This is an optimization exercise on Yosys and OpenROAD, whose aim is small area, not a production implementation.
In this exercise RTL edits were held to simulation tests only and were not proved equivalent to the original.
In run 6 the design's own scripts or RTL, not TritonCTS, make the clock network.
The clock input has no modelled driver; a real chip could not lean on it and would need a root buffer or a full tree.
Power and IR drop assume default switching activity.

`flow/flow/run.sh`:
```
#!/bin/bash
# Standard ORFS layout, with three changes:
#  - after the standard synthesis, the combinational logic is re-mapped for
#    area by ABC (flip-flops untouched: same instances, names and cells);
#  - port buffers use buf_1;
#  - the clock tree uses clkbuf_8 and no dummy loads.
set -euo pipefail
W=$(pwd)
R=$W/orfs/results/$FLOW_PLATFORM/framer/base
LIB=$FLOW_HOME/platforms/sky130hd/lib/sky130_fd_sc_hd__tt_025C_1v80.lib
YOSYS=$FLOW_HOME/../tools/install/yosys/bin/yosys
export BUFFER_PORTS_ARGS="-buffer_cell sky130_fd_sc_hd__buf_1"
export CTS_ARGS="-sink_clustering_enable -repair_clock_nets -dont_use_dummy_load -buf_list sky130_fd_sc_hd__clkbuf_8"

bash standard.sh synth > synth.log 2>&1
cp $R/1_2_yosys.v $W/std_netlist.v
sed -e "s#@LIB@#$LIB#g" -e "s#@IN@#$W/std_netlist.v#" -e "s#@TOP@#$FLOW_TOP#" \
    -e "s#@ABC@#$W/flow/area.abc#" -e "s#@OUT@#$W/resynth_netlist.v#" \
    flow/resynth.ys > resynth_run.ys
$YOSYS -l resynth.log -q resynth_run.ys > /dev/null 2>&1
cp $W/resynth_netlist.v $R/1_2_yosys.v
touch $R/1_2_yosys.v
bash standard.sh > layout.log 2>&1
```
`flow/flow/area.abc`:
```
strash
dch -f
map -a
mfs2
strash
dch -f
amap
topo
```
`flow/flow/resynth.ys`:
```
# Re-map the combinational logic of the standard synthesis netlist for area.
# Flip-flops (and tie cells) stay as they are: same instances, names and cells.
read_liberty -ignore_miss_func @LIB@
blackbox sky130_fd_sc_hd__df* sky130_fd_sc_hd__edf* sky130_fd_sc_hd__sdf* sky130_fd_sc_hd__sedf* sky130_fd_sc_hd__dl* sky130_fd_sc_hd__conb_1
read_verilog @IN@
hierarchy -top @TOP@
flatten
opt -purge
read_liberty -lib -overwrite @LIB@
abc -liberty @LIB@ -script @ABC@ -dont_use sky130_fd_sc_hd__lpflow_* -dont_use sky130_fd_sc_hd__probe*
opt_clean -purge
hilomap -singleton -hicell sky130_fd_sc_hd__conb_1 HI -locell sky130_fd_sc_hd__conb_1 LO
insbuf -buf sky130_fd_sc_hd__buf_1 A X
splitnets
opt_clean -purge
stat -liberty @LIB@
check -assert -mapped
write_verilog -noattr -nohex -nodec @OUT@
```
`flow/standard.sh`:
```
#!/bin/bash
# synth_recipe.tcl (not shown) runs the flow's synth.tcl, then flattens the netlist and writes it again
# the make line also repeats each setting of config.mk as NAME=value (left out here)
make -C /OpenROAD-flow-scripts/flow DESIGN_CONFIG=/design/flow/config.mk WORK_HOME=/design/flow/orfs CLKGATE_MAP_FILE= SYNTH_SCRIPT=/design/flow/synth_recipe.tcl "${@:-finish}"
```
`flow/config.mk`:
```
export PLATFORM = sky130hd
export DESIGN_NAME = framer
export DESIGN_NICKNAME = framer
export VERILOG_FILES = /design/flow/design.v
export SDC_FILE = /design/flow/constraint.sdc
export NUM_CORES = 4
export LEC_CHECK = 0
export CAP_MARGIN = 20
export CORE_MARGIN = 2
export CORE_UTILIZATION = 40
export SLEW_MARGIN = 20
```
`flow/constraint.sdc`:
```
create_clock -name core_clock -period 4.0 [get_ports {clk}]
set_input_delay 0.8000 -clock core_clock [delete_from_list [all_inputs] [get_ports {clk}]]
set_output_delay 0.8000 -clock core_clock [all_outputs]
set_load 0.01 [all_outputs]
```
`flow/design.v`:
```
`timescale 1ns / 1ps
module framer
    #(parameter PREAMBLE_BITS = 64,
    parameter HEADER_BITS   = 960,
    parameter PAYLOAD_BITS  = 8416,
    parameter CRC_BITS      = 32,
    parameter PL_RATE = 2,
    parameter DATA_WIDTH = 8)
(
    input  wire                      clk,
    input  wire                      rst_n,
    input  wire                      start_frame,
    input  wire [1:0]                frame_type,
    input  wire [15:0]               txfn,
    input  wire                      payload_valid,
    input  wire [DATA_WIDTH-1:0]     payload_data,
    input  wire [15:0]               payload_len,
    output reg                       busy,
    output reg                       frame_done,
    output wire                      frame_valid,
    output reg  [DATA_WIDTH-1:0]     frame_data
);
    localparam [63:0] PREAMBLE_VALUE = 64'h53225b1d0d73df03;
    localparam [10:0] P_PRE  = 11'd1920;
    localparam [10:0] P_IDLE = 11'd1489;
    reg  [10:0] p;
    reg  [10:0] plen_lo;    
    reg         plen_big;   
    reg  [1:0]  ftype;
    reg  [14:0] prbs;
    reg  [31:0] crc;
    assign frame_valid = busy;
    wire hi_end  = p[10] & ~p[9] & p[8] & p[7] & p[6] & ~p[5] & p[4];  
    wire idle    = hi_end & p[0];
    wire done    = hi_end & ~p[0];
    wire ph      = p[10] & p[9];                                      
    wire low32   = p[10] & ~p[9] & ~p[8] & ~p[7] & ~p[6] & ~p[5];     
    wire crc_sec = low32 & p[4] & p[3] & p[2];                        
    wire pay     = ~p[10] | (low32 & ~(p[4] & p[3] & p[2]));          
    wire pre     = ph & (p[6:3] == 4'b0000);
    wire hdr_end = ph & (&p[8:0]);                                    
    always @(posedge clk or negedge rst_n) begin
        if (!rst_n)
            p <= P_IDLE;
        else if (idle)
            p <= start_frame ? P_PRE : P_IDLE;
        else
            p <= p + 11'd1;
    end
    always @(posedge clk) begin
        if (start_frame) begin
            plen_lo  <= payload_len[10:0];
            plen_big <= |payload_len[15:11];
            ftype    <= frame_type;
        end
    end
    always @(posedge clk) begin
        if (start_frame)
            prbs <= {1'b1, txfn[13:0]};
        else
            prbs <= {prbs[13:0], prbs[14] ^ prbs[13]};
    end
    function [31:0] crc32_byte;
        input [31:0] c;
        input [7:0]  d;
        integer i;
        begin
            for (i = 0; i < 8; i = i + 1) begin
                if (c[0] ^ d[i])
                    c = {1'b0, c[31:1]} ^ 32'hEDB88320;
                else
                    c = {1'b0, c[31:1]};
            end
            crc32_byte = c;
        end
    endfunction
    wire load_fields = start_frame & (idle | (ph & ~hdr_end));
    wire set_ones    = (start_frame & ~load_fields) | hdr_end;
    always @(posedge clk) begin
        if (load_fields)
            crc <= {txfn[7:0], txfn[15:8], payload_len[15:8], payload_len[7:0]};
        else if (set_ones)
            crc <= 32'hFFFFFFFF;
        else if (pay && payload_valid)
            crc <= crc32_byte(crc, payload_data);
    end
    wire [7:0] lane = crc[31 - 8*p[1:0] -: 8];    
    reg [7:0] nd;
    always @(*) begin
        nd = 8'd0;
        if (pre)
            nd = PREAMBLE_VALUE[63 - 8*p[2:0] -: 8];
        else if (ph) begin
            case (p[6:0])
                7'd8, 7'd9, 7'd22, 7'd23: nd = lane;
                7'd14: nd = {ftype[1], 4'b0010, 3'b000};
                7'd15: nd = {7'd0, ftype[0]};
                default: nd = 8'd0;
            endcase
        end
        else if (pay)
            nd = (payload_valid && (plen_big || p < plen_lo)) ? payload_data : prbs[13:6];
        else if (crc_sec)
            nd = lane;
    end
    always @(posedge clk or negedge rst_n) begin
        if (!rst_n) begin
            busy       <= 1'b0;
            frame_done <= 1'b0;
            frame_data <= 8'd0;
        end else begin
            busy       <= ~hi_end;
            frame_done <= done;
            frame_data <= nd;
        end
    end
endmodule
```
==> results of run 1 <==
[through the flow]
stage / cells / cell area, um2 / hold WS (ns) / utilization [%]
CTS: 655 / 4740 / 0.453 / 46.5
global placement: 646 / 4610 / 0.429 / 45.3
detailed placement: 646 / 4610 / 0.422 / 45.3
global route: 655 / 4740 / 0.436 / 46.5
floorplan: 444 / 4150 / 0.413 / -
finish: 655 / 4740 / 0.395 / 46.5
[cell type report]
| class | instances | area share [%] |
|---|---|---|
| flip-flops and latches | 82 | 46.8 |
| multi-input cells | 311 | 36.8 |
| repair buffers | 67 | 6.23 |
| inverters | 50 | 3.96 |
| well taps | 136 | 3.59 |
| clock buffers | 9 | 2.61 |
[routing by layer]
metal	part of all wire (%)	GRT usage [%]
met4	3.2	10.5
met3	7.4	4.82
met1	45	32.7
met5	0	0
met2	44	35.9
[flip-flops by register name (all words and copies together) (netlist names)]
| name | cells |
|---|---|
| plen_big | 1 |
| ftype | 2 |
| busy | 1 |
| p | 11 |
| plen_lo | 11 |
| prbs | 15 |
| frame_data | 8 |
| frame_done | 1 |
| crc | 32 |
[power by group through the flow]
stage / Clock (W) / Sequential (W) / Combinational (W)
2_1_floorplan: 0 / 0.00108 / 0.000367
3_3_place_gp: 0 / 0.00112 / 0.000534
3_5_place_dp: 0 / 0.00112 / 0.000537
4_1_cts: 0.000476 / 0.00110 / 0.000540
5_1_grt: 0.000514 / 0.00111 / 0.000608
6_report: 0.000471 / 0.00110 / 0.000545
[worst max-delay path: cells and delay by family, from the launching register on]
kind,cells,cell delay (ns)
simple gates,6,0.97
flops,1,0.59
compound gates,2,0.50
buf+inv,7,1.30
[worst paths after layout]
kind	endpoint	slack, ns	depth (start not counted)
worst max-delay path	crc[21]	0.48	15
worst min-delay path	busy	0.40	1
worst max register to register	crc[21]	0.48	15
worst min register to register	prbs[4]	0.45	1
max in group asynchronous	p[4]	3.25	1
min in group core_clock	prbs[4]	0.45	1
==> tab_implementation.tex, run 1 <==
\begin{tabular}{lr}
\hline
Metric & Value \\
\hline
\multicolumn{2}{l}{\textbf{Final layout}} \\
Register cell area after layout & 2210 um2 \\
Share of layout cells above drive strength 1 & 5.39\% \\
Antenna cells & 0 \\
Count of nets after finishing & $\sim$570 \\
Layout Area Growth over Synthesis & 14.1\% \\
Commonest non-fill, non-tap cells in the layout & 54 x sky130\_fd\_sc\_hd\_\_nor2\_1, 54 x sky130\_fd\_sc\_hd\_\_buf\_1, 53 x sky130\_fd\_sc\_hd\_\_nand2\_1 \\
Area used by multi-input combinational logic & $\sim$1700 um2 \\
Count of filler cells inserted in the layout & approximately 1k \\
\multicolumn{2}{l}{\textbf{Clock network}} \\
Gates resized, CTS repair & 0 \\
TritonCTS Sinks & about 80 \\
Master cell of the clock root buffer & sky130\_fd\_sc\_hd\_\_clkbuf\_8 \\
Number of H-tree branching levels & 3 \\
Clock-pin slew on the worst setup and hold paths & $\sim$0.070 ns \\
TritonCTS clock tree & built \\
CTS Hold Bufs & 0 \\
Buffer count from post-CTS setup fixing & 0 \\
Insertion delay to the later sink of the worst-skew pair & 0.37 ns \\
Max Root-Sink Buffers & 2 \\
Number of CTS-inserted buffers & 9 \\
\multicolumn{2}{l}{\textbf{Die}} \\
Horizontal die dimension & approximately 110 um \\
Die height & roughly 110 um \\
Placeable Area & 10200 um2 \\
I/O pins & 57 \\
Die footprint & between 10000 and 15000 um2 \\
Cell Rows & 37 \\
Initial Utilization & between 40\% and 50\% \\
\multicolumn{2}{l}{\textbf{Global routing}} \\
Antenna violations before repair & 0 \\
Vias in the first global route & around 3.5k \\
Global-route wire length before repair & $\sim$20 mm \\
Maximum number of pins on one net before global-route repair & 35 \\
Residual overflow from global routing & 0 \\
GRT Resource Usage Total & 23.7\% \\
\multicolumn{2}{l}{\textbf{Timing}} \\
Minimum clock period & 3.52 ns \\
Final worst-path cycle share & between 80\% and 90\% \\
Setup WS post-layout & 0.481 ns \\
Measured slew at the worst slew-check pin & approximately 0.83 ns \\
RSZ-0062 raised after global routing & no \\
Max Freq & roughly 280 MHz \\
Slew Limit Headroom & around 44\% \\
Final Max Slew Viols & 0 \\
Number of endpoints with negative hold slack in the final report & 0 \\
Clock skew after layout & between 0.02 and 0.025 ns \\
Final setup TNS & 0 ns \\
Number of endpoints failing setup at the final stage & 0 \\
\multicolumn{2}{l}{\textbf{Worst setup path}} \\
Worst Path Class, Setup & flip-flop to flip-flop \\
Max FO, Critical Path & 20 \\
Slowest-stage cell, CP & sky130\_fd\_sc\_hd\_\_dfstp\_2 \\
Signal arrival time at the worst endpoint & roughly 3.8 ns \\
Worst R2R Start & p[0] \\
CP Data Required Time & $\sim$4.2 ns \\
Capturing element type of the critical path & flip-flop \\
Cell-by-cell listing of the critical path & clkinv\_1 -> nor2\_1 -> buf\_4 -> clkinv\_1 -> nor2\_1 -> clkinv\_1 -> nor2\_1 -> nand2\_1 -> nor2\_1 -> clkinv\_1 -> nor2\_1 -> a31oi\_1 -> clkinv\_1 -> buf\_4 -> o32a\_1 \\
Worst setup SP type & flip-flop \\
Crit-path max cell delay & 0.59 ns \\
CP startpoint & p[0] \\
\multicolumn{2}{l}{\textbf{Min path}} \\
Class of the tightest hold or removal check & input pin to asynchronous set/reset pin \\
\multicolumn{2}{l}{\textbf{Pwr}} \\
Leak & between 1.5 and 2 nW \\
Clock network fraction of design power & about 22\% \\
Power density over cell area & between 400 and 500 nW/um2 \\
Part of the power in registers & a little over half \\
Internal power of the cells & 0.00143 W \\
Portion of total power attributed to combinational logic & 25.7\% \\
Switching part of the total & about a third \\
Net Sw Power & roughly 0.00069 W \\
Maximum vdd ir drop & $\sim$0.00018 V \\
Power Total & 0.00212 W \\
\multicolumn{2}{l}{\textbf{Placed design}} \\
Port bufs & 56 \\
Final weighted congestion in routability-driven placement & 0.955 \\
Worst setup slack before clock tree synthesis & $\sim$0.53 ns \\
Dpl hpwl & 9.89 mm \\
\multicolumn{2}{l}{\textbf{Drt}} \\
DR vias/cell & approximately 5.8 \\
DR pass1 iterations & 5 \\
Drc violations & 0 \\
Antenna-violating nets left & 0 \\
Wirelength, routed & between 10 and 15 mm \\
Initial drt markers & 320 \\
Post-detailed-route wirelength per cell & 19.4 um \\
Number of vias after detailed routing & around 3.8k \\
\multicolumn{2}{l}{\textbf{Synthesis}} \\
Synth warn & 1 \\
Number of standard cells after synthesis & 444 \\
Summed instance area of the synthesized netlist & 4150 um2 \\
Mean instance size in the synthesized netlist & 9.35 um2 \\
Net Count, Synth & 490 \\
\multicolumn{2}{l}{\textbf{Run status}} \\
Run status & timing/DRC/antenna clean \\
\multicolumn{2}{l}{\textbf{Job}} \\
Max cap viols & 0 \\
\hline
\end{tabular}
==> run 2: changes to the inputs <==
--- a/flow/flow/run.sh
+++ b/flow/flow/run.sh
@@ -12,3 +12,3 @@
 export BUFFER_PORTS_ARGS="-buffer_cell sky130_fd_sc_hd__buf_1"
-export CTS_ARGS="-sink_clustering_enable -repair_clock_nets -dont_use_dummy_load -buf_list sky130_fd_sc_hd__clkbuf_8"
+export CTS_ARGS="-sink_clustering_enable -sink_clustering_size 30 -sink_clustering_max_diameter 200 -repair_clock_nets -dont_use_dummy_load -buf_list sky130_fd_sc_hd__clkbuf_8"
 
--- a/flow/config.mk
+++ b/flow/config.mk
@@ -7,5 +7,6 @@
 export LEC_CHECK = 0
-export CAP_MARGIN = 20
+export CAP_MARGIN = 0
 export CORE_MARGIN = 2
 export CORE_UTILIZATION = 40
-export SLEW_MARGIN = 20
+export GPL_TIMING_DRIVEN = 0
+export SLEW_MARGIN = 0
==> run 2 against run 1 <==
Against the previous run:
- still clean on timing, DRC and antenna
- area after synthesis stayed put
- critical path depth is 3 lower
- utilization is 0.25 points lower
- highest routed layer unchanged
==> tab_implementation.tex, run 2 <==
\begin{tabular}{lr}
\hline
Metric & Value \\
\hline
\multicolumn{2}{l}{\textbf{Placed design}} \\
Cell area after placement & 4530 um2 (was 4610 um2) \\
Dpl hpwl & 9.49 mm (was 9.89 mm) \\
Port bufs & 56 (unchanged) \\
Final weighted congestion in routability-driven placement & 0.910 (was 0.955) \\
Worst setup slack before clock tree synthesis & -1.52 ns (was 0.526 ns) \\
\multicolumn{2}{l}{\textbf{Final layout}} \\
Count of nets after finishing & 559 (was 567) \\
Most flops, register & crc (unchanged) \\
Most common library cell in the layout ignoring fill and taps & sky130\_fd\_sc\_hd\_\_buf\_1 \\
Area used by multi-input combinational logic & 1770 um2 (was 1750 um2) \\
Largest regs & crc (32), prbs (15) (unchanged) \\
Commonest non-fill, non-tap cells in the layout & 56 x sky130\_fd\_sc\_hd\_\_buf\_1, 53 x sky130\_fd\_sc\_hd\_\_nor2\_1, 52 x sky130\_fd\_sc\_hd\_\_nand2\_1, 52 x sky130\_fd\_sc\_hd\_\_o21ai\_0, 50 x sky130\_fd\_sc\_hd\_\_clkinv\_1 (was 54 x sky130\_fd\_sc\_hd\_\_nor2\_1, 54 x sky130\_fd\_sc\_hd\_\_buf\_1, 53 x sky130\_fd\_sc\_hd\_\_nand2\_1) \\
Layout Area Growth over Synthesis & 13.5\% (was 14.1\%) \\
Count of filler cells inserted in the layout & 1035 (was 1018) \\
Share of layout cells above drive strength 1 & 4.31\% (was 5.39\%) \\
Finished Cell Area & 4710 um2 (was 4740 um2) \\
Register cell area after layout & 2210 um2 (unchanged) \\
Antenna cells & 0 (unchanged) \\
Number of flip-flops under the largest register name & 32 (unchanged) \\
Share of the core filled with cells in the final layout & 46.3\% (was 46.5\%) \\
\multicolumn{2}{l}{\textbf{Synthesis}} \\
Mean instance size in the synthesized netlist & 9.35 um2 (unchanged) \\
Net Count, Synth & 490 (unchanged) \\
Synth warn & 1 (unchanged) \\
Number of standard cells after synthesis & 444 (unchanged) \\
Summed instance area of the synthesized netlist & 4150 um2 (unchanged) \\
\multicolumn{2}{l}{\textbf{Min path}} \\
Class of the tightest hold or removal check & flip-flop to flip-flop (was input pin to asynchronous set/reset pin) \\
Instance count along the most critical hold path & 1 \\
\multicolumn{2}{l}{\textbf{Worst setup path}} \\
Worst Path Class, Setup & flip-flop to flip-flop (unchanged) \\
CP Data Required Time & 3.97 ns (was 4.23 ns) \\
Count of buffer and inverter cells on the critical path & 4 (was 7) \\
Cell-by-cell listing of the critical path & clkinv\_1 -> nor2\_4 -> clkinv\_1 -> nor2\_1 -> clkinv\_1 -> nor2\_1 -> nand2\_1 -> nor2\_1 -> clkinv\_1 -> nor2\_1 -> a31oi\_1 -> nand2\_2 (was clkinv\_1 -> nor2\_1 -> buf\_4 -> clkinv\_1 -> nor2\_1 -> clkinv\_1 -> nor2\_1 -> nand2\_1 -> nor2\_1 -> clkinv\_1 -> nor2\_1 -> a31oi\_1 -> clkinv\_1 -> buf\_4 -> o32a\_1) \\
Worst setup SP type & flip-flop (unchanged) \\
Kind of cell adding the most delay to the critical path & simple AND/OR/NAND/NOR gates (was buffers and inverters) \\
Slowest-stage cell, CP & sky130\_fd\_sc\_hd\_\_nand2\_2 (was sky130\_fd\_sc\_hd\_\_dfstp\_2) \\
Critical path depth & 12 (was 15) \\
R2r worst-path depth & 12 (was 15) \\
Signal arrival time at the worst endpoint & 3.76 ns (was 3.75 ns) \\
Max FO, Critical Path & 32 (was 20) \\
Crit-path max cell delay & 0.68 ns (was 0.59 ns) \\
Capturing element type of the critical path & flip-flop (unchanged) \\
\multicolumn{2}{l}{\textbf{Drt}} \\
Wirelength, routed & 12.4 mm (was 12.7 mm) \\
DR pass1 iterations & 5 (unchanged) \\
Antenna-violating nets left & 0 (unchanged) \\
Initial drt markers & 305 (was 320) \\
Post-detailed-route wirelength per cell & 19.2 um (was 19.4 um) \\
Number of vias after detailed routing & 3736 (was 3768) \\
Drc violations & 0 (unchanged) \\
DR vias/cell & 5.77 (was 5.75) \\
\multicolumn{2}{l}{\textbf{Timing}} \\
Final Max Slew Viols & 0 (unchanged) \\
Measured slew at the worst slew-check pin & 1.12 ns (was 0.832 ns) \\
Final worst-path cycle share & 94.6\% (was 88.0\%) \\
RSZ-0062 raised after global routing & yes (was no) \\
Slew Limit Headroom & 24.8\% (was 44.3\%) \\
Setup WS post-layout & 0.214 ns (was 0.481 ns) \\
Minimum clock period & 3.79 ns (was 3.52 ns) \\
Number of endpoints with negative hold slack in the final report & 0 (unchanged) \\
Max Freq & 264 MHz (was 284 MHz) \\
Number of endpoints failing setup at the final stage & 0 (unchanged) \\
Clock skew after layout & 0.0128 ns (was 0.0229 ns) \\
\multicolumn{2}{l}{\textbf{Pwr}} \\
Leak & 1.54 nW (was 1.57 nW) \\
Clock network fraction of design power & 22.4\% (was 22.2\%) \\
Part of the power in registers & 52.3\% (was 52.0\%) \\
Net Sw Power & 0.000670 W (was 0.000691 W) \\
Maximum vdd ir drop & 0.000162 V (was 0.000182 V) \\
Power density over cell area & 444 nW/um2 (was 447 nW/um2) \\
Internal power of the cells & 0.00142 W (was 0.00143 W) \\
Power Total & 0.00209 W (was 0.00212 W) \\
Switching part of the total & 32.1\% (was 32.6\%) \\
Portion of total power attributed to combinational logic & 25.4\% (was 25.7\%) \\
\multicolumn{2}{l}{\textbf{Run status}} \\
Run status & timing/DRC/antenna clean (unchanged) \\
\multicolumn{2}{l}{\textbf{Clock network}} \\
Max Root-Sink Buffers & 2 (unchanged) \\
Number of H-tree branching levels & 3 (unchanged) \\
CTS Hold Bufs & 0 (unchanged) \\
Insertion delay to the later sink of the worst-skew pair & 0.35 ns (was 0.37 ns) \\
Master cell of the clock root buffer & sky130\_fd\_sc\_hd\_\_clkbuf\_8 (unchanged) \\
Clock-pin slew on the worst setup and hold paths & 0.08 ns (was 0.07 ns) \\
TritonCTS Sinks & 82 (unchanged) \\
TritonCTS clock tree & built (unchanged) \\
Number of CTS-inserted buffers & 9 (unchanged) \\
\multicolumn{2}{l}{\textbf{Die}} \\
Die footprint & 11200 um2 (unchanged) \\
I/O pins & 57 (unchanged) \\
Cell Rows & 37 (unchanged) \\
Horizontal die dimension & 106 um (unchanged) \\
Initial Utilization & 40.8\% (unchanged) \\
Placeable Area & 10200 um2 (unchanged) \\
Die height & 106 um (unchanged) \\
\multicolumn{2}{l}{\textbf{Job}} \\
Max cap viols & 0 (unchanged) \\
\multicolumn{2}{l}{\textbf{Global routing}} \\
Global-route wire length before repair & 19.1 mm (was 19.6 mm) \\
GRT Resource Usage Total & 22.9\% (was 23.7\%) \\
Vias in the first global route & 3579 (was 3517) \\
Maximum number of pins on one net before global-route repair & 36 (was 35) \\
Antenna violations before repair & 0 (unchanged) \\
Residual overflow from global routing & 0 (unchanged) \\
\hline
\end{tabular}
[run 2: cell count changes in the layout (fill, tap and decap cells not counted), sizes merged]
cell / change
clkbuf: -2
buf: -6
[run 2: power groups by stage]
stage / logic (W) / registers, W / clock network [W]
floorplan: 0.000367 / 0.00108 / 0
global placement: 0.000519 / 0.00111 / 0
detailed placement: 0.000523 / 0.00111 / 0
CTS: 0.000526 / 0.00109 / 0.000475
global route: 0.000599 / 0.00110 / 0.000514
finish: 0.000530 / 0.00109 / 0.000468
[run 2: timing repair]
action / CTS / global route
endpoints found under the setup margin: 64 / 64
pin swaps: 0 / 1
gates cloned: 0 / 0
gates resized for setup: 7 / 1
setup buffers: 0 / 2
[run 2: cell type report]
cell class	count	share of cell area, %
sequential	82	47.0
multi-input combinational	311	37.6
timing repair buffer	58	5.07
inverter	50	3.98
tap	136	3.61
clock buffer	9	2.63
buffer	1	0.0797
[run 2: metal layers]
layer / track usage, % / wire [um] / vias to the layer above
met5: 0 / 0 / -
met4: 9.59 / 350 / 0
met3: 5.32 / 824 / 22
met2: 36.3 / 5690 / 140
met1: 30.2 / 5540 / 1759
li1: - / - / 1815
[run 2: final timing paths]
kind	from	endpoint	slack [ns]
min reg2reg	prbs[2]	prbs[3]	0.44
max	p[0]	crc[28]	0.21
min	prbs[2]	prbs[3]	0.44
max reg2reg	p[0]	crc[28]	0.21
max in group asynchronous	rst_n	p[1]	2.77
min in group asynchronous	rst_n	p[2]	0.60
[run 2: per-stage QoR]
step	hold slack [ns]	std cells	setup TNS, ns
global route	0.467	647	-2.72
global placement	0.432	636	-53.40
finish	0.442	647	0
floorplan	0.413	444	0
CTS	0.447	645	0
detailed placement	0.430	636	-52.18
[run 2: worst reg2reg max path: stages (launching register included)]
cell	delay (ns)
sky130_fd_sc_hd__dfstp_2	0.60
sky130_fd_sc_hd__clkinv_1	0.22
sky130_fd_sc_hd__nor2_4	0.30
sky130_fd_sc_hd__clkinv_1	0.22
sky130_fd_sc_hd__nor2_1	0.21
sky130_fd_sc_hd__clkinv_1	0.10
sky130_fd_sc_hd__nor2_1	0.16
sky130_fd_sc_hd__nand2_1	0.12
sky130_fd_sc_hd__nor2_1	0.14
sky130_fd_sc_hd__clkinv_1	0.10
sky130_fd_sc_hd__nor2_1	0.24
sky130_fd_sc_hd__a31oi_1	0.30
sky130_fd_sc_hd__nand2_2	0.68
==> run 3: changes to the inputs <==
--- a/flow/flow/run.sh
+++ b/flow/flow/run.sh
@@ -12,3 +12,3 @@
 export BUFFER_PORTS_ARGS="-buffer_cell sky130_fd_sc_hd__buf_1"
-export CTS_ARGS="-sink_clustering_enable -sink_clustering_size 30 -sink_clustering_max_diameter 200 -repair_clock_nets -dont_use_dummy_load -buf_list sky130_fd_sc_hd__clkbuf_8"
+export CTS_ARGS="-sink_clustering_enable -sink_clustering_size 100 -sink_clustering_max_diameter 500 -sink_buffer_max_cap_derate 1.0 -repair_clock_nets -dont_use_dummy_load -buf_list sky130_fd_sc_hd__clkbuf_8"
 
==> flow/flow/area.abc (replaced) <==
strash
&get -n
&deepsyn -T 200
&put
dch -f
amap
topo
==> run 3 against run 2 <==
Against the previous run:
- largest power group unchanged
- cell count down 1.9%
- area after synthesis down 2.3%
- highest routed layer unchanged
- sequential share of layout area increased by 0.76 points
==> tab_implementation.tex, run 3 <==
\begin{tabular}{lr}
\hline
Metric & Value \\
\hline
\multicolumn{2}{l}{\textbf{Run status}} \\
Run status & timing/DRC/antenna clean (unchanged) \\
\multicolumn{2}{l}{\textbf{Timing}} \\
Final setup TNS & 0 ns (unchanged) \\
Number of endpoints failing setup at the final stage & 0 (unchanged) \\
Number of endpoints with negative hold slack in the final report & 0 (unchanged) \\
Clock skew after layout & 0.0183 ns (was 0.0128 ns) \\
RSZ-0062 raised after global routing & no (was yes) \\
Final worst-path cycle share & 94.1\% (was 94.6\%) \\
Measured slew at the worst slew-check pin & 1.16 ns (was 1.12 ns) \\
Final Max Slew Viols & 0 (unchanged) \\
Setup WS post-layout & 0.236 ns (was 0.214 ns) \\
Max Freq & 266 MHz (was 264 MHz) \\
Slew Limit Headroom & 22.6\% (was 24.8\%) \\
Minimum clock period & 3.76 ns (was 3.79 ns) \\
\multicolumn{2}{l}{\textbf{Worst setup path}} \\
Capturing element type of the critical path & flip-flop (unchanged) \\
CP Data Required Time & 4.11 ns (was 3.97 ns) \\
Worst Path Class, Setup & input pin to flip-flop (was flip-flop to flip-flop) \\
Worst setup SP type & input pin (was flip-flop) \\
Max FO, Critical Path & 6 (was 32) \\
Signal arrival time at the worst endpoint & 3.88 ns (was 3.76 ns) \\
\multicolumn{2}{l}{\textbf{Die}} \\
Placeable Area & 9820 um2 (was 10200 um2) \\
Horizontal die dimension & 105 um (was 106 um) \\
I/O pins & 57 (unchanged) \\
Cell Rows & 36 (was 37) \\
Die height & 105 um (was 106 um) \\
Initial Utilization & 41.3\% (was 40.8\%) \\
Die footprint & 11000 um2 (was 11200 um2) \\
\multicolumn{2}{l}{\textbf{Final layout}} \\
Post-Layout Cell Count & 635 (was 647) \\
Most flops, register & crc (unchanged) \\
Most common library cell in the layout ignoring fill and taps & sky130\_fd\_sc\_hd\_\_clkinv\_1 (was sky130\_fd\_sc\_hd\_\_buf\_1) \\
Number of flip-flops under the largest register name & 32 (unchanged) \\
Commonest non-fill, non-tap cells in the layout & 66 x sky130\_fd\_sc\_hd\_\_clkinv\_1, 56 x sky130\_fd\_sc\_hd\_\_buf\_1, 49 x sky130\_fd\_sc\_hd\_\_nor2\_1 (was 56 x sky130\_fd\_sc\_hd\_\_buf\_1, 53 x sky130\_fd\_sc\_hd\_\_nor2\_1, 52 x sky130\_fd\_sc\_hd\_\_nand2\_1, 52 x sky130\_fd\_sc\_hd\_\_o21ai\_0, 50 x sky130\_fd\_sc\_hd\_\_clkinv\_1) \\
Layout Area Growth over Synthesis & 14.3\% (was 13.5\%) \\
Antenna cells & 0 (unchanged) \\
Share of layout cells above drive strength 1 & 5.38\% (was 4.31\%) \\
Count of nets after finishing & 550 (was 559) \\
Largest regs & crc (32), prbs (15) (unchanged) \\
Share of the core filled with cells in the final layout & 47.2\% (was 46.3\%) \\
\multicolumn{2}{l}{\textbf{Placed design}} \\
Cell count after placement & 623 (was 636) \\
Final weighted congestion in routability-driven placement & 0.921 (was 0.910) \\
Worst setup slack before clock tree synthesis & -1.23 ns (was -1.52 ns) \\
Port bufs & 56 (unchanged) \\
Dpl hpwl & 9.09 mm (was 9.49 mm) \\
\multicolumn{2}{l}{\textbf{Global routing}} \\
Residual overflow from global routing & 0 (unchanged) \\
GRT Resource Usage Total & 23.0\% (was 22.9\%) \\
Antenna violations before repair & 0 (unchanged) \\
Vias in the first global route & 3400 (was 3579) \\
Global-route wire length before repair & 19.0 mm (was 19.1 mm) \\
Maximum number of pins on one net before global-route repair & 39 (was 36) \\
\multicolumn{2}{l}{\textbf{Synthesis}} \\
Number of standard cells after synthesis & 434 (was 444) \\
Net Count, Synth & 480 (was 490) \\
Summed instance area of the synthesized netlist & 4060 um2 (was 4150 um2) \\
Synth warn & 1 (unchanged) \\
Mean instance size in the synthesized netlist & 9.35 um2 (about the same) \\
\multicolumn{2}{l}{\textbf{Clock network}} \\
Clock-pin slew on the worst setup and hold paths & 0.08 ns (about the same) \\
Number of CTS-inserted buffers & 9 (unchanged) \\
Number of H-tree branching levels & 3 (unchanged) \\
Insertion delay to the later sink of the worst-skew pair & 0.35 ns (about the same) \\
CTS Hold Bufs & 0 (unchanged) \\
Max Root-Sink Buffers & 2 (unchanged) \\
Master cell of the clock root buffer & sky130\_fd\_sc\_hd\_\_clkbuf\_8 (unchanged) \\
TritonCTS clock tree & built (unchanged) \\
TritonCTS Sinks & 82 (unchanged) \\
\multicolumn{2}{l}{\textbf{Pwr}} \\
Maximum vdd ir drop & 0.000253 V (was 0.000162 V) \\
Leak & 1.55 nW (was 1.54 nW) \\
Power density over cell area & 456 nW/um2 (was 444 nW/um2) \\
Power Total & 0.00212 W (was 0.00209 W) \\
\multicolumn{2}{l}{\textbf{Drt}} \\
Wirelength, routed & 12.3 mm (was 12.4 mm) \\
DR pass1 iterations & 7 (was 5) \\
Initial drt markers & 281 (was 305) \\
Drc violations & 0 (unchanged) \\
Post-detailed-route wirelength per cell & 19.4 um (was 19.2 um) \\
DR vias/cell & 5.78 (was 5.77) \\
Number of vias after detailed routing & 3672 (was 3736) \\
Antenna-violating nets left & 0 (unchanged) \\
\multicolumn{2}{l}{\textbf{Min path}} \\
Class of the tightest hold or removal check & flip-flop to flip-flop (unchanged) \\
\multicolumn{2}{l}{\textbf{Job}} \\
Max cap viols & 0 (unchanged) \\
\hline
\end{tabular}
[run 3: stage by stage]
stage / area, um2 / hold WS, ns
finish: 4640 / 0.442
global route: 4640 / 0.465
CTS: 4620 / 0.443
detailed placement: 4450 / 0.428
global placement: 4440 / 0.429
floorplan: 4060 / 0.420
[run 3: timing repair]
item                                   4_1_cts  5_1_grt
endpoints found under the hold margin        0        0
cloned                                       1        0
setup endpoints to repair                   64       58
gates resized for setup                      5        4
pin swaps                                    1        0
setup buffers                                2        0
[run 3: area by class of cell]
cell class                 count  area, um2
buffer                         1       3.75
clock buffer                   9        124
fill                         984       5180
inverter                      68        256
multi-input combinational    284       1650
sequential                    82       2210
tap                          133        166
timing repair buffer          58        226
[run 3: per-layer routing]
layer | vias to the layer above | track usage [%] | routed length, um
met3 | 20 | 4.37 | 868
met5 | - | 0 | 0
met4 | 0 | 6.10 | 268
met2 | 175 | 37.1 | 5760
met1 | 1712 | 31.8 | 5420
li1 | 1765 | - | -
[run 3: path summary, 6_finish.rpt]
path	from	to	slack (ns)	cells past startpoint
hold reg to reg	prbs[7]	frame_data[1]	0.44	2
min in group asynchronous	rst_n	frame_data[2]	0.65	1
setup / recovery	payload_data[0]	crc[18]	0.24	13
max in group asynchronous	rst_n	p[2]	2.64	1
setup reg to reg	p[0]	crc[19]	0.26	14
hold / removal	prbs[7]	frame_data[1]	0.44	2
[run 3: report_power, final]
part	total, W	leakage, nW	internal (W)	switching, W
logic	0.000543	0.684	0.000197	0.000346
registers	0.00111	0.796	0.00104	0.0000743
clock network	0.000462	0.0647	0.000201	0.000261
total	0.00212	1.55	0.00143	0.000682
[run 3: critical path: stages]
cell	delay [ns]
sky130_fd_sc_hd__buf_1	0.13
sky130_fd_sc_hd__nor2_1	0.05
sky130_fd_sc_hd__a21oi_1	0.57
sky130_fd_sc_hd__clkinv_1	0.37
sky130_fd_sc_hd__o22ai_1	0.37
sky130_fd_sc_hd__clkinv_1	0.19
sky130_fd_sc_hd__o22ai_1	0.36
sky130_fd_sc_hd__nor2_1	0.07
sky130_fd_sc_hd__a21oi_1	0.34
sky130_fd_sc_hd__nor2_1	0.07
sky130_fd_sc_hd__a21oi_1	0.15
sky130_fd_sc_hd__nor2_1	0.06
sky130_fd_sc_hd__o32a_1	0.34
==> run 4: changes to the inputs <==
--- a/flow/flow/run.sh
+++ b/flow/flow/run.sh
@@ -12,3 +12,3 @@
 export BUFFER_PORTS_ARGS="-buffer_cell sky130_fd_sc_hd__buf_1"
-export CTS_ARGS="-sink_clustering_enable -sink_clustering_size 100 -sink_clustering_max_diameter 500 -sink_buffer_max_cap_derate 1.0 -repair_clock_nets -dont_use_dummy_load -buf_list sky130_fd_sc_hd__clkbuf_8"
+export CTS_ARGS="-sink_clustering_enable -sink_clustering_size 100 -sink_clustering_max_diameter 500 -sink_buffer_max_cap_derate 1.0 -repair_clock_nets -dont_use_dummy_load -buf_list sky130_fd_sc_hd__clkbuf_16"
 
==> run 4 against run 3 <==
Against the previous run:
- die area is the same
- fmax shrank 0.88%
- sequential power is essentially flat
- non-clock buffer count grew 1
- combinational power is essentially flat
==> tab_implementation.tex, run 4 <==
\begin{tabular}{lr}
\hline
Metric & Value \\
\hline
\multicolumn{2}{l}{\textbf{Final layout}} \\
Layout Area Growth over Synthesis & 17.0\% (was 14.3\%) \\
Most flops, register & crc (unchanged) \\
Share of layout cells above drive strength 1 & 5.57\% (was 5.38\%) \\
Count of nets after finishing & 551 (was 550) \\
Antenna cells & 0 (unchanged) \\
Number of flip-flops under the largest register name & 32 (unchanged) \\
Most common library cell in the layout ignoring fill and taps & sky130\_fd\_sc\_hd\_\_clkinv\_1 (unchanged) \\
Largest regs & crc (32), prbs (15) (unchanged) \\
Commonest non-fill, non-tap cells in the layout & 66 x sky130\_fd\_sc\_hd\_\_clkinv\_1, 56 x sky130\_fd\_sc\_hd\_\_buf\_1, 49 x sky130\_fd\_sc\_hd\_\_nor2\_1 (unchanged) \\
\multicolumn{2}{l}{\textbf{Job}} \\
Max cap viols & 0 (unchanged) \\
\multicolumn{2}{l}{\textbf{Worst setup path}} \\
Crit-path max cell delay & 0.58 ns (was 0.57 ns) \\
Critical Path Most Common Cell & sky130\_fd\_sc\_hd\_\_nor2\_1 (unchanged) \\
Worst R2R Start & p[0] (unchanged) \\
Signal arrival time at the worst endpoint & 3.88 ns (about the same) \\
Worst setup SP type & input pin (unchanged) \\
R2r worst-path depth & 14 (unchanged) \\
Cell-by-cell listing of the critical path & buf\_1 -> nor2\_1 -> a21oi\_1 -> clkinv\_1 -> o22ai\_1 -> clkinv\_1 -> o22ai\_1 -> nor2\_1 -> a21oi\_1 -> nor2\_1 -> a21oi\_1 -> nor2\_1 -> o32a\_1 (unchanged) \\
Capturing element type of the critical path & flip-flop (unchanged) \\
Slowest-stage cell, CP & sky130\_fd\_sc\_hd\_\_a21oi\_1 (unchanged) \\
Count of buffer and inverter cells on the critical path & 3 (unchanged) \\
End of the worst register-to-register path & crc[22] (was crc[19]) \\
Worst Path Class, Setup & input pin to flip-flop (unchanged) \\
Kind of cell adding the most delay to the critical path & compound AO/OA/AOI/OAI gates (unchanged) \\
Max FO, Critical Path & 6 (unchanged) \\
Critical path depth & 13 (unchanged) \\
CP Data Required Time & 4.09 ns (was 4.11 ns) \\
Worst setup slack for register-to-register paths & 0.27 ns (was 0.26 ns) \\
\multicolumn{2}{l}{\textbf{Placed design}} \\
Final weighted congestion in routability-driven placement & 0.921 (unchanged) \\
Port bufs & 56 (unchanged) \\
Dpl hpwl & 9.09 mm (unchanged) \\
Worst setup slack before clock tree synthesis & -1.23 ns (unchanged) \\
\multicolumn{2}{l}{\textbf{Min path}} \\
Worst min-delay path endpoint & prbs[12] (was frame\_data[1]) \\
Class of the tightest hold or removal check & flip-flop to flip-flop (unchanged) \\
Instance count along the most critical hold path & 2 (unchanged) \\
Startpoint of the lowest-slack hold path & prbs[11] (was prbs[7]) \\
\multicolumn{2}{l}{\textbf{Pwr}} \\
Maximum vdd ir drop & 0.000247 V (was 0.000253 V) \\
Power density over cell area & 492 nW/um2 (was 456 nW/um2) \\
Leak & 1.60 nW (was 1.55 nW) \\
\multicolumn{2}{l}{\textbf{Clock network}} \\
Number of H-tree branching levels & 3 (unchanged) \\
Number of CTS-inserted buffers & 9 (unchanged) \\
TritonCTS clock tree & built (unchanged) \\
CTS Hold Bufs & 0 (unchanged) \\
Master cell of the clock root buffer & sky130\_fd\_sc\_hd\_\_clkbuf\_16 (was sky130\_fd\_sc\_hd\_\_clkbuf\_8) \\
Clock-pin slew on the worst setup and hold paths & 0.06 ns (was 0.08 ns) \\
TritonCTS Sinks & 82 (unchanged) \\
Insertion delay to the later sink of the worst-skew pair & 0.33 ns (was 0.35 ns) \\
Max Root-Sink Buffers & 2 (unchanged) \\
\multicolumn{2}{l}{\textbf{Drt}} \\
Drc violations & 0 (unchanged) \\
Post-detailed-route wirelength per cell & 19.4 um (about the same) \\
DR vias/cell & 5.69 (was 5.78) \\
Initial drt markers & 315 (was 281) \\
Number of vias after detailed routing & 3616 (was 3672) \\
Wirelength, routed & 12.3 mm (about the same) \\
DR pass1 iterations & 5 (was 7) \\
Antenna-violating nets left & 0 (unchanged) \\
\multicolumn{2}{l}{\textbf{Timing}} \\
Measured slew at the worst slew-check pin & 1.15 ns (was 1.16 ns) \\
Number of endpoints with negative hold slack in the final report & 0 (unchanged) \\
Slew Limit Headroom & 23.3\% (was 22.6\%) \\
Minimum clock period & 3.80 ns (was 3.76 ns) \\
Max Freq & 263 MHz (was 266 MHz) \\
Number of endpoints failing setup at the final stage & 0 (unchanged) \\
RSZ-0062 raised after global routing & no (unchanged) \\
Final Max Slew Viols & 0 (unchanged) \\
Tightest hold margin & 0.443 ns (was 0.442 ns) \\
Final worst-path cycle share & 94.9\% (was 94.1\%) \\
Setup WS post-layout & 0.202 ns (was 0.236 ns) \\
Final setup TNS & 0 ns (unchanged) \\
Clock skew after layout & 0.00983 ns (was 0.0183 ns) \\
\multicolumn{2}{l}{\textbf{Global routing}} \\
Antenna violations before repair & 0 (unchanged) \\
Residual overflow from global routing & 0 (unchanged) \\
GRT Resource Usage Total & 23.2\% (was 23.0\%) \\
Maximum number of pins on one net before global-route repair & 39 (unchanged) \\
Global-route wire length before repair & 19.1 mm (was 19.0 mm) \\
Vias in the first global route & 3393 (was 3400) \\
\multicolumn{2}{l}{\textbf{Synthesis}} \\
Net Count, Synth & 480 (unchanged) \\
Summed instance area of the synthesized netlist & 4060 um2 (unchanged) \\
Number of standard cells after synthesis & 434 (unchanged) \\
Mean instance size in the synthesized netlist & 9.35 um2 (unchanged) \\
Synth warn & 1 (unchanged) \\
\multicolumn{2}{l}{\textbf{Die}} \\
Horizontal die dimension & 105 um (unchanged) \\
Die footprint & 11000 um2 (unchanged) \\
Die height & 105 um (unchanged) \\
I/O pins & 57 (unchanged) \\
Cell Rows & 36 (unchanged) \\
Placeable Area & 9820 um2 (unchanged) \\
Initial Utilization & 41.3\% (unchanged) \\
\multicolumn{2}{l}{\textbf{Run status}} \\
Run status & timing/DRC/antenna clean (unchanged) \\
\hline
\end{tabular}
run 4: cell count changes in the layout (fill, tap and decap cells not counted), sizes merged:
cell and delta:
buf +1
run 4: repair_timing:
item | in CTS | in global routing
gates resized for setup | 5 | 4
setup buffers | 3 | 0
pin swaps | 1 | 0
cloned | 1 | 0
setup endpoints to repair | 64 | 58
run 4: worst max path at each step:
stage                    start      end  slack (ns)
6_report       payload_data[0]  crc[18]        0.20
5_1_grt        payload_data[0]  crc[18]        0.07
4_1_cts                   p[0]  crc[22]        0.04
3_5_place_dp              p[0]  crc[22]       -1.23
3_3_place_gp              p[0]  crc[27]       -1.47
2_1_floorplan             p[0]  crc[19]        0.16
run 4: tightest hold or removal path: stages (launching register included):
cell	delay (ns)
sky130_fd_sc_hd__dfxtp_1	0.30
sky130_fd_sc_hd__clkinv_1	0.04
sky130_fd_sc_hd__o21ai_0	0.06
run 4: metrics by stage:
stage	utilization, %	power (W)	instances	cell area [um2]
floorplan	-	0.00147	434	4060
global placement	45.2	0.00165	623	4440
detailed placement	45.4	0.00166	623	4450
CTS	48.2	0.00234	636	4730
global route	48.3	0.00246	636	4750
finish	48.3	0.00233	636	4750
run 4: layer usage:
layer,global-route usage [%],share of wire (%),routed length (um),vias up
li1,-,-,-,1763
met1,32.2,46,5670,1690
met2,37.2,47,5750,139
met3,4.43,5.3,651,24
met4,6.57,2.1,255,0
met5,0,0,0,-
run 4: layout make-up:
class | count | area [um2]
Buffer | 1 | 3.75
Clock buffer | 9 | 225
Fill cell | 974 | 5070
Inverter | 68 | 256
Multi-Input combinational cell | 284 | 1650
Sequential cell | 82 | 2210
Tap cell | 133 | 166
Timing Repair Buffer | 59 | 234
run 4: where the power goes:
group	internal [W]	switching [W]
clock	0.000395	0.000284
combinational	0.000198	0.000345
sequential	0.00104	0.0000741
==> run 5: changes to the inputs <==
--- a/flow/design.v
+++ b/flow/design.v
@@ -78,10 +78,7 @@
     wire set_ones    = (start_frame & ~load_fields) | hdr_end;
-    always @(posedge clk) begin
-        if (load_fields)
-            crc <= {txfn[7:0], txfn[15:8], payload_len[15:8], payload_len[7:0]};
-        else if (set_ones)
-            crc <= 32'hFFFFFFFF;
-        else if (pay && payload_valid)
-            crc <= crc32_byte(crc, payload_data);
-    end
+    wire        crc_upd = pay & payload_valid;
+    wire [31:0] crc_f   = crc32_byte(crc, payload_data);
+    wire [31:0] crc_fld = {txfn[7:0], txfn[15:8], payload_len[15:8], payload_len[7:0]};
+    always @(posedge clk)
+        crc <= load_fields ? crc_fld : (set_ones ? 32'hFFFFFFFF : (crc ^ ({32{crc_upd}} & (crc_f ^ crc))));
     wire [7:0] lane = crc[31 - 8*p[1:0] -: 8];    
--- a/flow/flow/run.sh
+++ b/flow/flow/run.sh
@@ -12,3 +12,3 @@
 export BUFFER_PORTS_ARGS="-buffer_cell sky130_fd_sc_hd__buf_1"
-export CTS_ARGS="-sink_clustering_enable -sink_clustering_size 100 -sink_clustering_max_diameter 500 -sink_buffer_max_cap_derate 1.0 -repair_clock_nets -dont_use_dummy_load -buf_list sky130_fd_sc_hd__clkbuf_16"
+export CTS_ARGS="-sink_clustering_enable -sink_clustering_size 100 -sink_clustering_max_diameter 500 -sink_buffer_max_cap_derate 1.0 -repair_clock_nets -dont_use_dummy_load -buf_list sky130_fd_sc_hd__clkbuf_8"
 
==> run 5 against run 4 <==
Against the previous run:
- first-iteration DRC count is 18% lower
- routed wire length is 2.8% higher
- fmax is 3.2% higher
- highest routed layer unchanged
- critical path depth is 3 higher
- sequential share of layout area is 4.8 points lower
==> tab_implementation.tex, run 5 <==
\begin{tabular}{lr}
\hline
Metric & Value \\
\hline
\multicolumn{2}{l}{\textbf{Min path}} \\
Class of the tightest hold or removal check & flip-flop to flip-flop (unchanged) \\
\multicolumn{2}{l}{\textbf{Drt}} \\
Post-detailed-route wirelength per cell & 18.5 um (was 19.4 um) \\
Number of vias after detailed routing & 3875 (was 3616) \\
Wirelength, routed & 12.7 mm (was 12.3 mm) \\
Drc violations & 0 (unchanged) \\
Initial drt markers & 258 (was 315) \\
Antenna-violating nets left & 0 (unchanged) \\
DR vias/cell & 5.66 (was 5.69) \\
DR pass1 iterations & 5 (unchanged) \\
\multicolumn{2}{l}{\textbf{Timing}} \\
Final worst-path cycle share & 92.0\% (was 94.9\%) \\
Number of endpoints failing setup at the final stage & 0 (unchanged) \\
Max Freq & 272 MHz (was 263 MHz) \\
Number of endpoints with negative hold slack in the final report & 0 (unchanged) \\
Slew Limit Headroom & 21.3\% (was 23.3\%) \\
Measured slew at the worst slew-check pin & 1.18 ns (was 1.15 ns) \\
Final Max Slew Viols & 0 (unchanged) \\
Minimum clock period & 3.68 ns (was 3.80 ns) \\
Clock skew after layout & 0.0185 ns (was 0.00983 ns) \\
Final setup TNS & 0 ns (unchanged) \\
\multicolumn{2}{l}{\textbf{Pwr}} \\
Leak & 1.55 nW (was 1.60 nW) \\
Power density over cell area & 449 nW/um2 (was 492 nW/um2) \\
Maximum vdd ir drop & 0.000222 V (was 0.000247 V) \\
\multicolumn{2}{l}{\textbf{Placed design}} \\
Cell area after placement & 4340 um2 (was 4450 um2) \\
Port bufs & 56 (unchanged) \\
Dpl hpwl & 9.84 mm (was 9.09 mm) \\
Final weighted congestion in routability-driven placement & 0.949 (was 0.921) \\
\multicolumn{2}{l}{\textbf{Clock network}} \\
Max Root-Sink Buffers & 2 (unchanged) \\
Number of CTS-inserted buffers & 9 (unchanged) \\
Insertion delay to the later sink of the worst-skew pair & 0.35 ns (was 0.33 ns) \\
TritonCTS Sinks & 82 (unchanged) \\
TritonCTS clock tree & built (unchanged) \\
CTS Hold Bufs & 0 (unchanged) \\
Number of H-tree branching levels & 3 (unchanged) \\
Master cell of the clock root buffer & sky130\_fd\_sc\_hd\_\_clkbuf\_8 (was sky130\_fd\_sc\_hd\_\_clkbuf\_16) \\
Clock-pin slew on the worst setup and hold paths & 0.07 ns (was 0.06 ns) \\
\multicolumn{2}{l}{\textbf{Final layout}} \\
Most flops, register & crc (unchanged) \\
Antenna cells & 0 (unchanged) \\
Most common library cell in the layout ignoring fill and taps & sky130\_fd\_sc\_hd\_\_clkinv\_1 (unchanged) \\
Largest regs & crc (32), prbs (15) (unchanged) \\
Finished Cell Area & 4530 um2 (was 4750 um2) \\
Count of nets after finishing & 600 (was 551) \\
Number of flip-flops under the largest register name & 32 (unchanged) \\
Layout Area Growth over Synthesis & 15.0\% (was 17.0\%) \\
Commonest non-fill, non-tap cells in the layout & 83 x sky130\_fd\_sc\_hd\_\_clkinv\_1, 79 x sky130\_fd\_sc\_hd\_\_nor2\_1, 56 x sky130\_fd\_sc\_hd\_\_buf\_1 (was 66 x sky130\_fd\_sc\_hd\_\_clkinv\_1, 56 x sky130\_fd\_sc\_hd\_\_buf\_1, 49 x sky130\_fd\_sc\_hd\_\_nor2\_1) \\
Share of layout cells above drive strength 1 & 5.07\% (was 5.57\%) \\
\multicolumn{2}{l}{\textbf{Global routing}} \\
Antenna violations before repair & 0 (unchanged) \\
GRT Resource Usage Total & 24.9\% (was 23.2\%) \\
Maximum number of pins on one net before global-route repair & 32 (was 39) \\
Residual overflow from global routing & 0 (unchanged) \\
Vias in the first global route & 3609 (was 3393) \\
Global-route wire length before repair & 19.5 mm (was 19.1 mm) \\
\multicolumn{2}{l}{\textbf{Synthesis}} \\
Summed instance area of the synthesized netlist & 3940 um2 (was 4060 um2) \\
Synth warn & 1 (unchanged) \\
Number of standard cells after synthesis & 482 (was 434) \\
Mean instance size in the synthesized netlist & 8.17 um2 (was 9.35 um2) \\
Net Count, Synth & 528 (was 480) \\
\multicolumn{2}{l}{\textbf{Worst setup path}} \\
Capturing element type of the critical path & flip-flop (unchanged) \\
Max FO, Critical Path & 29 (was 6) \\
Worst Path Class, Setup & flip-flop to flip-flop (was input pin to flip-flop) \\
Signal arrival time at the worst endpoint & 3.94 ns (was 3.88 ns) \\
CP Data Required Time & 4.26 ns (was 4.09 ns) \\
Worst setup slack for register-to-register paths & 0.32 ns (was 0.27 ns) \\
Worst setup SP type & flip-flop (was input pin) \\
\multicolumn{2}{l}{\textbf{Die}} \\
Cell Rows & 36 (unchanged) \\
Die footprint & 10700 um2 (was 11000 um2) \\
Die height & 103 um (was 105 um) \\
Placeable Area & 9680 um2 (was 9820 um2) \\
Horizontal die dimension & 103 um (was 105 um) \\
Initial Utilization & 40.7\% (was 41.3\%) \\
I/O pins & 57 (unchanged) \\
\multicolumn{2}{l}{\textbf{Run status}} \\
Run status & timing/DRC/antenna clean (unchanged) \\
\multicolumn{2}{l}{\textbf{Job}} \\
Max cap viols & 0 (unchanged) \\
\hline
\end{tabular}
[run 5: cell count changes in the layout (fill, tap and decap cells not counted), sizes merged, moves of 12 or more]
| cell | previous run | this run |
|---|---|---|
| dfxtp | 15 | 47 |
| edfxtp | 46 | 14 |
| nor2 | 50 | 80 |
| a211oi | 4 | 21 |
| clkinv | 67 | 83 |
| o21ai | 43 | 28 |
| o22ai | 41 | 53 |
[run 5: layout make-up]
type                       count  area (um2)
fill                         977        5160
timing repair buffer          61         269
tap                          133         166
sequential                    82        1890
multi-input combinational    313        1740
buffer                         1        3.75
inverter                      86         333
clock buffer                   9         124
[run 5: power by group]
group          total, W  switching (W)  internal (W)
clock network  0.000479       0.000277      0.000202
registers       0.00103      0.0000793      0.000949
logic          0.000526       0.000346      0.000180
total           0.00203       0.000702       0.00133
[run 5: final timing paths]
| path | from | cells past startpoint | end |
|---|---|---|---|
| worst max-delay path | p[0] | 16 | crc[16] |
| worst min-delay path | prbs[4] | 1 | prbs[5] |
| worst max register to register | p[0] | 16 | crc[16] |
| worst min register to register | prbs[4] | 1 | prbs[5] |
| max in group asynchronous | rst_n | 1 | p[1] |
| min in group asynchronous | rst_n | 1 | p[3] |
[run 5: routing by layer]
metal  GRT usage [%]  wire, um  vias to the layer above
met4            8.30       342                        0
met2            41.6      6080                      154
met3            4.64       889                       30
met5               0         0                        -
li1                -         -                     1909
met1            32.6      5350                     1782
[run 5: repair_timing]
action,4_1_cts,5_1_grt
setup endpoints to repair,30,31
gates resized for setup,2,7
setup buffers,0,4
[run 5: critical path: stages (launching register included)]
cell                         delay [ns]
sky130_fd_sc_hd__dfstp_2           0.58
sky130_fd_sc_hd__clkinv_1          0.17
sky130_fd_sc_hd__nor2_4            0.28
sky130_fd_sc_hd__clkinvlp_4        0.21
sky130_fd_sc_hd__nor2_1            0.23
sky130_fd_sc_hd__clkinv_1          0.14
sky130_fd_sc_hd__nor2_1            0.13
sky130_fd_sc_hd__nand2_1           0.09
sky130_fd_sc_hd__nor2_1            0.14
sky130_fd_sc_hd__clkinv_1          0.09
sky130_fd_sc_hd__nor2_1            0.19
sky130_fd_sc_hd__clkinv_1          0.14
sky130_fd_sc_hd__a31oi_2           0.40
sky130_fd_sc_hd__nor2_1            0.15
sky130_fd_sc_hd__inv_4             0.28
sky130_fd_sc_hd__nor2_1            0.12
sky130_fd_sc_hd__a211oi_1          0.23
[run 5: stage by stage]
step | cells | utilization (%) | hold WS [ns] | setup slack (ns) | total power [W]
3_5_place_dp | 672 | 44.8 | 0.428 | -0.310 | 0.00155
4_1_cts | 681 | 46.1 | 0.442 | 0.0297 | 0.00203
2_1_floorplan | 482 | - | 0.413 | 0.584 | 0.00137
6_report | 685 | 46.8 | 0.441 | 0.320 | 0.00203
5_1_grt | 685 | 46.8 | 0.458 | -0.00992 | 0.00215
3_3_place_gp | 671 | 44.5 | 0.419 | -1.55 | 0.00154
==> run 6: changes to the inputs <==
--- a/flow/flow/run.sh
+++ b/flow/flow/run.sh
@@ -5,3 +5,4 @@
 #  - port buffers use buf_1;
-#  - the clock tree uses clkbuf_8 and no dummy loads.
+#  - the clock tree is three clkbuf_16 fed by the clock port, each driving
+#    the flip-flops nearest to it (flow/flat_cts.tcl).
 set -euo pipefail
@@ -12,2 +13,3 @@
 export BUFFER_PORTS_ARGS="-buffer_cell sky130_fd_sc_hd__buf_1"
+export PRE_CTS_TCL=$W/flow/flat_cts.tcl
 export CTS_ARGS="-sink_clustering_enable -sink_clustering_size 100 -sink_clustering_max_diameter 500 -sink_buffer_max_cap_derate 1.0 -repair_clock_nets -dont_use_dummy_load -buf_list sky130_fd_sc_hd__clkbuf_8"
==> flow/flow/flat_cts.tcl (new file) <==
# Flat clock buffering: K buffers of type BUF, each driving the flip-flops
# nearest to it (k-means on the flip-flop locations), all fed by the clock port.
proc flat_clock_buffers {K bufname} {
  set block [ord::get_db_block]
  set db [ord::get_db]
  set master [$db findMaster $bufname]
  set clknet [$block findNet clk]
  set sinks {}
  foreach it [$clknet getITerms] {
    set inst [$it getInst]
    set bb [$inst getBBox]
    lappend sinks [list $it [expr {([$bb xMin]+[$bb xMax])/2}] [expr {([$bb yMin]+[$bb yMax])/2}]]
  }
  # k-means, seeded along x
  set sorted [lsort -integer -index 1 $sinks]
  set n [llength $sorted]
  set cent {}
  for {set k 0} {$k < $K} {incr k} {
    set s [lindex $sorted [expr {int(($k + 0.5) * $n / $K)}]]
    lappend cent [list [lindex $s 1] [lindex $s 2]]
  }
  for {set iter 0} {$iter < 30} {incr iter} {
    set assign {}
    foreach s $sinks {
      set best 0; set bd 1e18
      for {set k 0} {$k < $K} {incr k} {
        set c [lindex $cent $k]
        set d [expr {abs([lindex $s 1]-[lindex $c 0]) + abs([lindex $s 2]-[lindex $c 1])}]
        if {$d < $bd} {set bd $d; set best $k}
      }
      lappend assign $best
    }
    set newc {}
    for {set k 0} {$k < $K} {incr k} {
      set sx 0; set sy 0; set m 0
      foreach s $sinks a $assign {
        if {$a == $k} {set sx [expr {$sx+[lindex $s 1]}]; set sy [expr {$sy+[lindex $s 2]}]; incr m}
      }
      if {$m > 0} {lappend newc [list [expr {$sx/$m}] [expr {$sy/$m}]]} else {lappend newc [lindex $cent $k]}
    }
    set cent $newc
  }
  for {set k 0} {$k < $K} {incr k} {
    set inst [odb::dbInst_create $block $master "clkbuf_flat_$k"]
    set net [odb::dbNet_create $block "clknet_flat_$k"]
    $net setSigType CLOCK
    [$inst findITerm A] connect $clknet
    [$inst findITerm X] connect $net
    set c [lindex $cent $k]
    $inst setLocation [expr {int([lindex $c 0])}] [expr {int([lindex $c 1])}]
    $inst setPlacementStatus PLACED
    foreach s $sinks a $assign {
      if {$a == $k} {
        set it [lindex $s 0]
        $it disconnect
        $it connect $net
      }
    }
  }
  $clknet setSigType CLOCK
}

# Sourced before the CTS step: build the clock tree as three clkbuf_16,
# each driving the flip-flops nearest to it, in place of TritonCTS's H-tree.
rename clock_tree_synthesis __tritoncts_clock_tree_synthesis
proc clock_tree_synthesis {args} {
  flat_clock_buffers 3 sky130_fd_sc_hd__clkbuf_16
  set_propagated_clock [all_clocks]
}
==> run 6 against run 5 <==
Against the previous run:
- first-iteration DRC count shrank 10%
- flip-flop and latch count did not move
- die area did not move
- clock skew about the same
- sequential share of layout area rose by 0.56 points
- routed wire length decreased by 2.2%
- still clean
- worst setup slack got worse by 0.014 ns
- area after synthesis stayed put
- cell count shrank 1.0%
- critical endpoint is now crc[17]
- combinational power hardly changed
==> tab_implementation.tex, run 6 <==
\begin{tabular}{lr}
\hline
Metric & Value \\
\hline
\multicolumn{2}{l}{\textbf{Timing}} \\
Minimum clock period & 3.69 ns (was 3.68 ns) \\
Final Max Slew Viols & 0 (unchanged) \\
Measured slew at the worst slew-check pin & 1.18 ns (about the same) \\
Tightest hold margin & 0.451 ns (was 0.441 ns) \\
Number of endpoints with negative hold slack in the final report & 0 (unchanged) \\
Max Freq & 271 MHz (was 272 MHz) \\
Number of endpoints failing setup at the final stage & 0 (unchanged) \\
Clock skew after layout & 0.0184 ns (was 0.0185 ns) \\
Final setup TNS & 0 ns (unchanged) \\
Slew Limit Headroom & 21.5\% (was 21.3\%) \\
Final worst-path cycle share & 92.4\% (was 92.0\%) \\
RSZ-0062 raised after global routing & no \\
Setup WS post-layout & 0.306 ns (was 0.320 ns) \\
\multicolumn{2}{l}{\textbf{Final layout}} \\
Most common library cell in the layout ignoring fill and taps & sky130\_fd\_sc\_hd\_\_clkinv\_1 (unchanged) \\
Commonest non-fill, non-tap cells in the layout & 84 x sky130\_fd\_sc\_hd\_\_clkinv\_1, 79 x sky130\_fd\_sc\_hd\_\_nor2\_1, 56 x sky130\_fd\_sc\_hd\_\_buf\_1 (was 83 x sky130\_fd\_sc\_hd\_\_clkinv\_1, 79 x sky130\_fd\_sc\_hd\_\_nor2\_1, 56 x sky130\_fd\_sc\_hd\_\_buf\_1) \\
Count of filler cells inserted in the layout & 981 (was 977) \\
Most flops, register & crc (unchanged) \\
Area used by multi-input combinational logic & 1740 um2 (unchanged) \\
Largest regs & crc (32), prbs (15) (unchanged) \\
Antenna cells & 0 (unchanged) \\
Number of flip-flops under the largest register name & 32 (unchanged) \\
Count of nets after finishing & 593 (was 600) \\
Layout Area Growth over Synthesis & 13.5\% (was 15.0\%) \\
Post-Layout Cell Count & 678 (was 685) \\
Register cell area after layout & 1890 um2 (unchanged) \\
Share of layout cells above drive strength 1 & 3.67\% (was 5.07\%) \\
Finished Cell Area & 4470 um2 (was 4530 um2) \\
\multicolumn{2}{l}{\textbf{Synthesis}} \\
Number of standard cells after synthesis & 482 (unchanged) \\
Synth warn & 1 (unchanged) \\
Mean instance size in the synthesized netlist & 8.17 um2 (unchanged) \\
Summed instance area of the synthesized netlist & 3940 um2 (unchanged) \\
Net Count, Synth & 528 (unchanged) \\
\multicolumn{2}{l}{\textbf{Placed design}} \\
Final weighted congestion in routability-driven placement & 0.949 (unchanged) \\
Port bufs & 56 (unchanged) \\
Cell count after placement & 672 (unchanged) \\
Dpl hpwl & 9.84 mm (unchanged) \\
Cell area after placement & 4340 um2 (unchanged) \\
Worst setup slack before clock tree synthesis & -0.310 ns (unchanged) \\
\multicolumn{2}{l}{\textbf{Min path}} \\
Instance count along the most critical hold path & 1 (unchanged) \\
Class of the tightest hold or removal check & flip-flop to flip-flop (unchanged) \\
Startpoint of the lowest-slack hold path & prbs[4] (unchanged) \\
Worst min-delay path endpoint & prbs[5] (unchanged) \\
\multicolumn{2}{l}{\textbf{Die}} \\
Placeable Area & 9680 um2 (unchanged) \\
Die footprint & 10700 um2 (unchanged) \\
Cell Rows & 36 (unchanged) \\
I/O pins & 57 (unchanged) \\
Initial Utilization & 40.7\% (unchanged) \\
Horizontal die dimension & 103 um (unchanged) \\
Die height & 103 um (unchanged) \\
\multicolumn{2}{l}{\textbf{Worst setup path}} \\
Cell-by-cell listing of the critical path & buf\_2 -> clkinv\_1 -> nand2\_2 -> clkinv\_1 -> nand2\_1 -> clkinv\_1 -> a2111oi\_0 (was clkinv\_1 -> nor2\_4 -> clkinvlp\_4 -> nor2\_1 -> clkinv\_1 -> nor2\_1 -> nand2\_1 -> nor2\_1 -> clkinv\_1 -> nor2\_1 -> clkinv\_1 -> a31oi\_2 -> nor2\_1 -> inv\_4 -> nor2\_1 -> a211oi\_1) \\
CP Data Required Time & 4.07 ns (was 4.26 ns) \\
Slowest-stage cell, CP & sky130\_fd\_sc\_hd\_\_clkinv\_1 (was sky130\_fd\_sc\_hd\_\_dfstp\_2) \\
Kind of cell adding the most delay to the critical path & buffers and inverters (was simple AND/OR/NAND/NOR gates) \\
Capturing element type of the critical path & flip-flop (unchanged) \\
Count of buffer and inverter cells on the critical path & 4 (was 6) \\
Worst R2R Start & p[0] (unchanged) \\
Crit-path max cell delay & 0.70 ns (was 0.58 ns) \\
R2r worst-path depth & 19 (was 16) \\
Signal arrival time at the worst endpoint & 3.76 ns (was 3.94 ns) \\
End of the worst register-to-register path & crc[18] (was crc[16]) \\
Max FO, Critical Path & 31 (was 29) \\
Critical Path Most Common Cell & sky130\_fd\_sc\_hd\_\_clkinv\_1 (was sky130\_fd\_sc\_hd\_\_nor2\_1) \\
Worst Path Class, Setup & input pin to flip-flop (was flip-flop to flip-flop) \\
Worst setup SP type & input pin (was flip-flop) \\
Worst setup slack for register-to-register paths & 0.33 ns (was 0.32 ns) \\
\multicolumn{2}{l}{\textbf{Pwr}} \\
Internal power of the cells & 0.00127 W (was 0.00133 W) \\
Leak & 1.51 nW (was 1.55 nW) \\
Net Sw Power & 0.000641 W (was 0.000702 W) \\
Switching part of the total & 33.6\% (was 34.5\%) \\
Portion of total power attributed to combinational logic & 27.4\% (was 25.9\%) \\
Part of the power in registers & 53.8\% (was 50.6\%) \\
Power density over cell area & 427 nW/um2 (was 449 nW/um2) \\
Maximum vdd ir drop & 0.000319 V (was 0.000222 V) \\
Clock network fraction of design power & 18.7\% (was 23.6\%) \\
\multicolumn{2}{l}{\textbf{Drt}} \\
Drc violations & 0 (unchanged) \\
Wirelength, routed & 12.4 mm (was 12.7 mm) \\
Antenna-violating nets left & 0 (unchanged) \\
DR pass1 iterations & 5 (unchanged) \\
Number of vias after detailed routing & 3824 (was 3875) \\
Initial drt markers & 231 (was 258) \\
Post-detailed-route wirelength per cell & 18.3 um (was 18.5 um) \\
DR vias/cell & 5.64 (was 5.66) \\
\multicolumn{2}{l}{\textbf{Global routing}} \\
GRT Resource Usage Total & 23.5\% (was 24.9\%) \\
Global-route wire length before repair & 19.3 mm (was 19.5 mm) \\
Residual overflow from global routing & 0 (unchanged) \\
Antenna violations before repair & 0 (unchanged) \\
Vias in the first global route & 3574 (was 3609) \\
Maximum number of pins on one net before global-route repair & 32 (unchanged) \\
\multicolumn{2}{l}{\textbf{Job}} \\
Max cap viols & 0 (unchanged) \\
\multicolumn{2}{l}{\textbf{Clock network}} \\
Clock-pin slew on the worst setup and hold paths & 0.11 ns (was 0.07 ns) \\
Insertion delay to the later sink of the worst-skew pair & 0.17 ns (was 0.35 ns) \\
\multicolumn{2}{l}{\textbf{Run status}} \\
Run status & timing/DRC/antenna clean (unchanged) \\
\hline
\end{tabular}
[run 6: worst register-to-register path: cells and delay by family (launching register included)]
family / cells / cell delay [ns]
buffers and inverters: 8 / 1.26
DFF: 1 / 0.59
and+or+nand+nor: 10 / 1.56
AOI/OAI and AO/OA: 1 / 0.19
[run 6: worst max path at each step]
stage | slack, ns | depth (start not counted) | start | endpoint
final | 0.31 | 7 | start_frame | crc[17]
after global routing | 0.01 | 19 | p[0] | crc[2]
after CTS | 0.07 | 16 | p[0] | crc[27]
after detailed placement | -0.31 | 16 | p[0] | crc[27]
after global placement | -1.55 | 4 | start_frame | crc[3]
after floorplan | 0.58 | 17 | p[1] | crc[3]
[run 6: metrics by stage]
stage	total power, W	util (%)
after floorplan	0.00137	-
after global placement	0.00154	44.5
after detailed placement	0.00155	44.8
after CTS	0.00190	45.6
after global routing	0.00201	46.1
final	0.00191	46.1
[run 6: power groups by stage]
stage | clock [W] | sequential [W] | combinational (W)
after floorplan | 0 | 0.00102 | 0.000353
after global placement | 0 | 0.00104 | 0.000502
after detailed placement | 0 | 0.00104 | 0.000510
after CTS | 0.000361 | 0.00103 | 0.000513
after global routing | 0.000385 | 0.00104 | 0.000588
final | 0.000357 | 0.00103 | 0.000524
[run 6: layout make-up]
type | count | area share (%)
inverter | 86 | 7.36
tap | 133 | 3.72
buffer | 4 | 1.76
sequential | 82 | 42.4
timing repair buffer | 60 | 5.85
multi-input combinational | 313 | 38.9
[run 6: per-layer routing]
| metal | GRT usage (%) | part of all wire (%) |
|---|---|---|
| met2 | 41.8 | 49 |
| met3 | 2.15 | 5.6 |
| met5 | 0 | 0 |
| met1 | 31.6 | 43 |
| met4 | 4.05 | 2.0 |
[run 6: what timing repair did]
item,4_1_cts,5_1_grt
endpoints found under the hold margin,0,0
pin swaps,0,0
resized for setup,3,6
buffers inserted,0,3
endpoints found under the setup margin,30,30
hold buffers,0,0

Setup slack of run 6, layout unchanged: 0.306 ns with ideal ports, 0.332 ns with driving cells assumed (clock clkbuf_16, inputs buf_2), 0.119 ns with port delays also shifted by the 0.237 ns mid clock arrival.
